Background: an optimization exercise with open tools, aiming at small area, a short achievable clock period and few clock cycles. Do not read the settings as production practice.
Function was checked by simulation only, so behaviour that the tests miss may differ from the original.

==> module magnitude, before the edit <==
module magnitude(input logic [16:0] in, output logic [15:0] out);
    assign out = in[16] ? (~in[15:0] + 16'd1) : in[15:0];
endmodule
==> module fir_filter, before the edit <==
module fir_filter(
    input  logic        clk,
    input  logic        n_rst,
    input  logic        start_sample,    
    input  logic        start_load,      
    input  logic [15:0] new_sample,      
    input  logic [63:0] coeff_regs,      
    output logic        busy,
    output logic        err,
    output logic [16:0] r_q              
);
    logic [15:0] x0, x1, x2;             
    logic [15:0] f0, f1, f2, f3;         
    logic [16:0] q3;                     
    logic [16:0] qd;                     
    logic        e1, e2;                 
    logic [3:0]  s1;                     
    logic [3:0]  s2;                     
    logic        ld;                     
    logic [15:0] ma, mb;
    logic [32:0] ra, rb;                 
    logic [32:0] pa, pb;                 
    assign x0 = new_sample;
    always_comb begin
        ma = s1[1] ? x1 : (s1[2] ? x2 : x0);
        mb = ({16{s1[0]}} & f0) | ({16{s1[3]}} & f1) | ({16{s1[1]}} & f2) | ({16{s1[2]}} & f3);
    end
    mul_tree tree(.a(ma), .b(mb), .ra(ra), .rb(rb));
    always_ff @(posedge clk) begin
        pa <= ra;
        pb <= rb;
    end
    logic [14:0] lo;
    logic        c15;
    logic [16:0] xs;
    assign {c15, lo} = {1'b0, pa[14:0]} + {1'b0, pb[14:0]};
    assign xs = pa[31:15] + pb[31:15] + {16'd0, c15};
    wire e0 = xs[16];
    logic [17:0] ea, eb, na, nq3;
    logic [17:0] s1a, c1a, s2a, c2a;
    logic [17:0] t3, t4;
    always_comb begin
        ea  = pa[32:15];
        eb  = pb[32:15];
        if (s2[3])           na = ~{2'b00, qd[16] ? 16'd0 : qd[15:0]};
        else if (s2[0] & ~e1) na = ~{qd[16], qd};
        else                 na = '1;
        nq3 = ~{2'b00, q3[15:0]};
        s1a = ea ^ eb ^ na;
        c1a = {((ea[16:0] & eb[16:0]) | (ea[16:0] & na[16:0]) | (eb[16:0] & na[16:0])), c15};
        t3  = s1a + c1a + 18'd1;
        s2a = s1a ^ c1a ^ nq3;
        c2a = {((s1a[16:0] & c1a[16:0]) | (s1a[16:0] & nq3[16:0]) | (c1a[16:0] & nq3[16:0])), 1'b1};
        t4  = s2a + c2a + 18'd1;
    end
    logic        ovf3, ovf4, e_next;
    logic [16:0] r;
    always_comb begin
        ovf3 = ~e2 & ~t3[17] & t3[16];
        ovf4 = t4[17] & ~t4[16];
        e_next = 1'b1;
        if (e0)                               r = 17'd0;
        else if (e1 | e2 | ovf3 | q3[16])     r = t3[16:0];
        else begin
            r = t4[16:0];
            e_next = ovf4;
        end
    end
    wire acc = s2[0];
    always_ff @(posedge clk, negedge n_rst) begin
        if (!n_rst) begin
            x1 <= '0; x2 <= '0;
            f0 <= '0; f1 <= '0; f2 <= '0; f3 <= '0;
            q3 <= '0; qd <= '0; e1 <= 1'b0; e2 <= 1'b0;
            s1 <= '0; s2 <= '0; ld <= 1'b0;
            busy <= 1'b0; err <= 1'b0; r_q <= '0;
        end else begin
            if (start_sample) begin
                x1 <= x0;
                x2 <= x1;
            end
            if (start_load) begin
                f0 <= coeff_regs[15:0];
                f1 <= coeff_regs[31:16];
                f2 <= coeff_regs[47:32];
                f3 <= coeff_regs[63:48];
            end
            if (s2[1]) qd <= t3[16:0];
            if (s2[2]) q3 <= t3[16:0];
            if (s2[3]) begin
                qd <= t3[16:0];
                e1 <= e0;
                e2 <= qd[16];
            end
            if (acc) begin
                r_q <= r;
                err <= e_next;
            end else if (start_load) begin
                err <= 1'b0;
            end
            if (start_sample)    s1 <= 4'b0001;
            else if (start_load) s1 <= 4'b0010;
            else                 s1 <= {s1[2:0], 1'b0};
            s2 <= s1;
            if (start_sample)    ld <= 1'b0;
            else if (start_load) ld <= 1'b1;
            busy <= start_sample | start_load | (~ld & s1[0]) | (ld & (s1[1] | s1[2] | s1[3]));
        end
    end
endmodule
==> module ahb_lite_fir_filter, before the edit <==
module ahb_lite_fir_filter(
    input logic clk,
    input logic n_rst,
    input logic hsel,
    input logic [3:0] haddr,
    input logic hsize,
    input logic [1:0] htrans,
    input logic hwrite,
    input logic [15:0] hwdata,
    output logic [15:0] hrdata,
    output logic hresp
);
    logic        wr_q;           
    logic [3:0]  a_q;
    logic        sz_q;
    logic [13:4][7:0] regs;      
    logic [7:1]  reg14;          
    logic        busy, err;
    logic [15:0] fir_out;
    logic [16:0] r_q;
    logic [13:4] be;
    assign hresp = hsel & ((hwrite & ((haddr <= 4'd3) | (haddr == 4'd15)))
                         | (~hwrite & (haddr == 4'd15)));
    always_comb begin
        for (int i = 4; i <= 13; i++)
            be[i] = wr_q & (a_q[3:1] == i[3:1]) & (sz_q | (a_q[0] == i[0]));
    end
    wire be14 = wr_q & (a_q == 4'd14);
    wire start_sample = be[4] | be[5];
    wire start_load = be14 & hwdata[0];
    always_ff @(posedge clk, negedge n_rst) begin
        if (!n_rst) begin
            wr_q <= 1'b0;
            a_q <= '0;
            sz_q <= 1'b0;
            for (int i = 4; i <= 13; i++) regs[i] <= '0;
            reg14 <= '0;
        end else begin
            wr_q <= hsel & (htrans != 2'b00) & hwrite & ~hresp;
            a_q <= haddr;
            sz_q <= hsize;
            for (int i = 4; i <= 13; i++)
                if (be[i]) regs[i] <= i[0] ? hwdata[15:8] : hwdata[7:0];
            if (be14) reg14 <= hwdata[0] ? 7'd0 : hwdata[7:1];
        end
    end
    magnitude mag_u(.in(r_q), .out(fir_out));
    logic [7:0] rb [0:15];
    always_comb begin
        rb[0] = {7'd0, busy};
        rb[1] = {7'd0, err};
        rb[2] = fir_out[7:0];
        rb[3] = fir_out[15:8];
        for (int i = 4; i <= 13; i++) rb[i] = regs[i];
        rb[14] = {reg14, 1'b0};
        rb[15] = 8'd0;
        hrdata[15:8] = (a_q == 4'd14 || (!sz_q && !a_q[0])) ? 8'd0 : rb[{a_q[3:1], 1'b1}];
        hrdata[7:0]  = (!sz_q && a_q[0]) ? 8'd0 : rb[{a_q[3:1], 1'b0}];
    end
    fir_filter filt(
        .clk(clk), .n_rst(n_rst),
        .start_sample(start_sample), .start_load(start_load),
        .new_sample({regs[5], regs[4]}),
        .coeff_regs({regs[13], regs[12], regs[11], regs[10], regs[9], regs[8], regs[7], regs[6]}),
        .busy(busy), .err(err), .r_q(r_q)
    );
endmodule
Settings: LEC_CHECK=0, ABC_AREA=1, CAP_MARGIN=30, CORE_MARGIN=2, CORE_UTILIZATION=55, CTS_CLUSTER_DIAMETER=100, CTS_CLUSTER_SIZE=25, SETUP_SLACK_MARGIN=5, SLEW_MARGIN=30, TNS_END_PERCENT=100; clock period 10.0 ns.
run.sh (not shown) runs the stock make flow with config.mk's settings and CLKGATE_MAP_FILE= SYNTH_SCRIPT=/design/flow/synth_recipe.tcl, a recipe that flattens the netlist after the stock synthesis.
The baseline completed with no timing, DRC or antenna violations.
Testbench counts at the start, summed over its fixed seeds: cycles 2,696.
Edit:
--- a/flow/design.v
+++ b/flow/design.v
@@ -1,6 +1,19 @@
-module magnitude(input logic [16:0] in, output logic [15:0] out);
-    assign out = in[16] ? (~in[15:0] + 16'd1) : in[15:0];
+module magnitude(
+    input  logic [16:0] in,
+    input  logic [3:1]  nz,
+    output logic [15:0] out
+);
+    logic [3:0] g;            
+    logic       below;
+    always_comb begin
+        g = {nz, 1'b0};
+        for (int i = 0; i < 16; i++) begin
+            below = g[i / 4];
+            for (int j = 4 * (i / 4); j < i; j++) below = below | in[j];
+            out[i] = in[i] ^ (in[16] & below);
+        end
+    end
 endmodule
 module mul_tree(
     input  logic [15:0] a,
     input  logic [15:0] b,
@@ -470,9 +483,10 @@
     input  logic [15:0] new_sample,      
     input  logic [63:0] coeff_regs,      
     output logic        busy,
     output logic        err,
-    output logic [16:0] r_q              
+    output logic [16:0] r_q,             
+    output logic [3:1]  nz_q             
 );
     logic [15:0] x0, x1, x2;             
     logic [15:0] f0, f1, f2, f3;         
     logic [16:0] q3;                     
@@ -518,16 +532,24 @@
         t4  = s2a + c2a + 18'd1;
     end
     logic        ovf3, ovf4, e_next;
     logic [16:0] r;
+    logic [3:1]  nz3, nz4, nz;
     always_comb begin
         ovf3 = ~e2 & ~t3[17] & t3[16];
         ovf4 = t4[17] & ~t4[16];
+        nz3 = {|t3[11:0], |t3[7:0], |t3[3:0]};
+        nz4 = {|t4[11:0], |t4[7:0], |t4[3:0]};
         e_next = 1'b1;
-        if (e0)                               r = 17'd0;
-        else if (e1 | e2 | ovf3 | q3[16])     r = t3[16:0];
-        else begin
+        if (e0) begin
+            r = 17'd0;
+            nz = 3'd0;
+        end else if (e1 | e2 | ovf3 | q3[16]) begin
+            r = t3[16:0];
+            nz = nz3;
+        end else begin
             r = t4[16:0];
+            nz = nz4;
             e_next = ovf4;
         end
     end
     wire acc = s2[0];
@@ -536,9 +558,9 @@
             x1 <= '0; x2 <= '0;
             f0 <= '0; f1 <= '0; f2 <= '0; f3 <= '0;
             q3 <= '0; qd <= '0; e1 <= 1'b0; e2 <= 1'b0;
             s1 <= '0; s2 <= '0; ld <= 1'b0;
-            busy <= 1'b0; err <= 1'b0; r_q <= '0;
+            busy <= 1'b0; err <= 1'b0; r_q <= '0; nz_q <= '0;
         end else begin
             if (start_sample) begin
                 x1 <= x0;
                 x2 <= x1;
@@ -557,8 +579,9 @@
                 e2 <= qd[16];
             end
             if (acc) begin
                 r_q <= r;
+                nz_q <= nz;
                 err <= e_next;
             end else if (start_load) begin
                 err <= 1'b0;
             end
@@ -591,8 +614,9 @@
     logic [7:1]  reg14;          
     logic        busy, err;
     logic [15:0] fir_out;
     logic [16:0] r_q;
+    logic [3:1]  nz_q;
     logic [13:4] be;
     assign hresp = hsel & ((hwrite & ((haddr <= 4'd3) | (haddr == 4'd15)))
                          | (~hwrite & (haddr == 4'd15)));
     always_comb begin
@@ -617,9 +641,9 @@
                 if (be[i]) regs[i] <= i[0] ? hwdata[15:8] : hwdata[7:0];
             if (be14) reg14 <= hwdata[0] ? 7'd0 : hwdata[7:1];
         end
     end
-    magnitude mag_u(.in(r_q), .out(fir_out));
+    magnitude mag_u(.in(r_q), .nz(nz_q), .out(fir_out));
     logic [7:0] rb [0:15];
     always_comb begin
         rb[0] = {7'd0, busy};
         rb[1] = {7'd0, err};
@@ -635,7 +659,7 @@
         .clk(clk), .n_rst(n_rst),
         .start_sample(start_sample), .start_load(start_load),
         .new_sample({regs[5], regs[4]}),
         .coeff_regs({regs[13], regs[12], regs[11], regs[10], regs[9], regs[8], regs[7], regs[6]}),
-        .busy(busy), .err(err), .r_q(r_q)
+        .busy(busy), .err(err), .r_q(r_q), .nz_q(nz_q)
     );
 endmodule
Outcome:
- first-iteration DRC count increases by 21%
- register-to-register slack is worse by 0.04 ns
- worst setup slack improved by 0.12 ns
- hold slack hardly moves
- utilization hardly moves
- final area is about the same
Testbench counts after the change, summed over its fixed seeds: cycles 2,696.

-- what the ideal ports hide --
How much do the figures lean on ideal ports? The routed layouts below were timed once more, with nothing changed but the port constraints.
Step 1 (the two cells are an assumption about what drives the block):
set clk [get_ports {clk}]
set_driving_cell -lib_cell sky130_fd_sc_hd__clkbuf_16 $clk
set_driving_cell -lib_cell sky130_fd_sc_hd__buf_2 [delete_from_list [all_inputs] $clk]
Step 2 also shifts input and output timing later by t, the mid clock arrival at the registers, as if the neighbouring blocks saw the same clock.
Slacks: ideal / step 1 / step 2; pairs: ideal / step 1.
| run | shift t [ns] | setup WS [ns] | hold WS [ns] | worst setup path at the end |
|---|---|---|---|---|
| the first run | 0.607 | 4.947 / 4.893 / 5.110 | 0.484 / 0.484 / 0.484 | input to output |
| the second run | 0.605 | 5.067 / 5.025 / 5.046 | 0.483 / 0.483 / 0.483 | input to output |
After both steps every run listed still meets setup and hold. The setup slack of the second run, which loses most, moves by -0.042 ns with the drivers and by -0.021 ns with both steps.
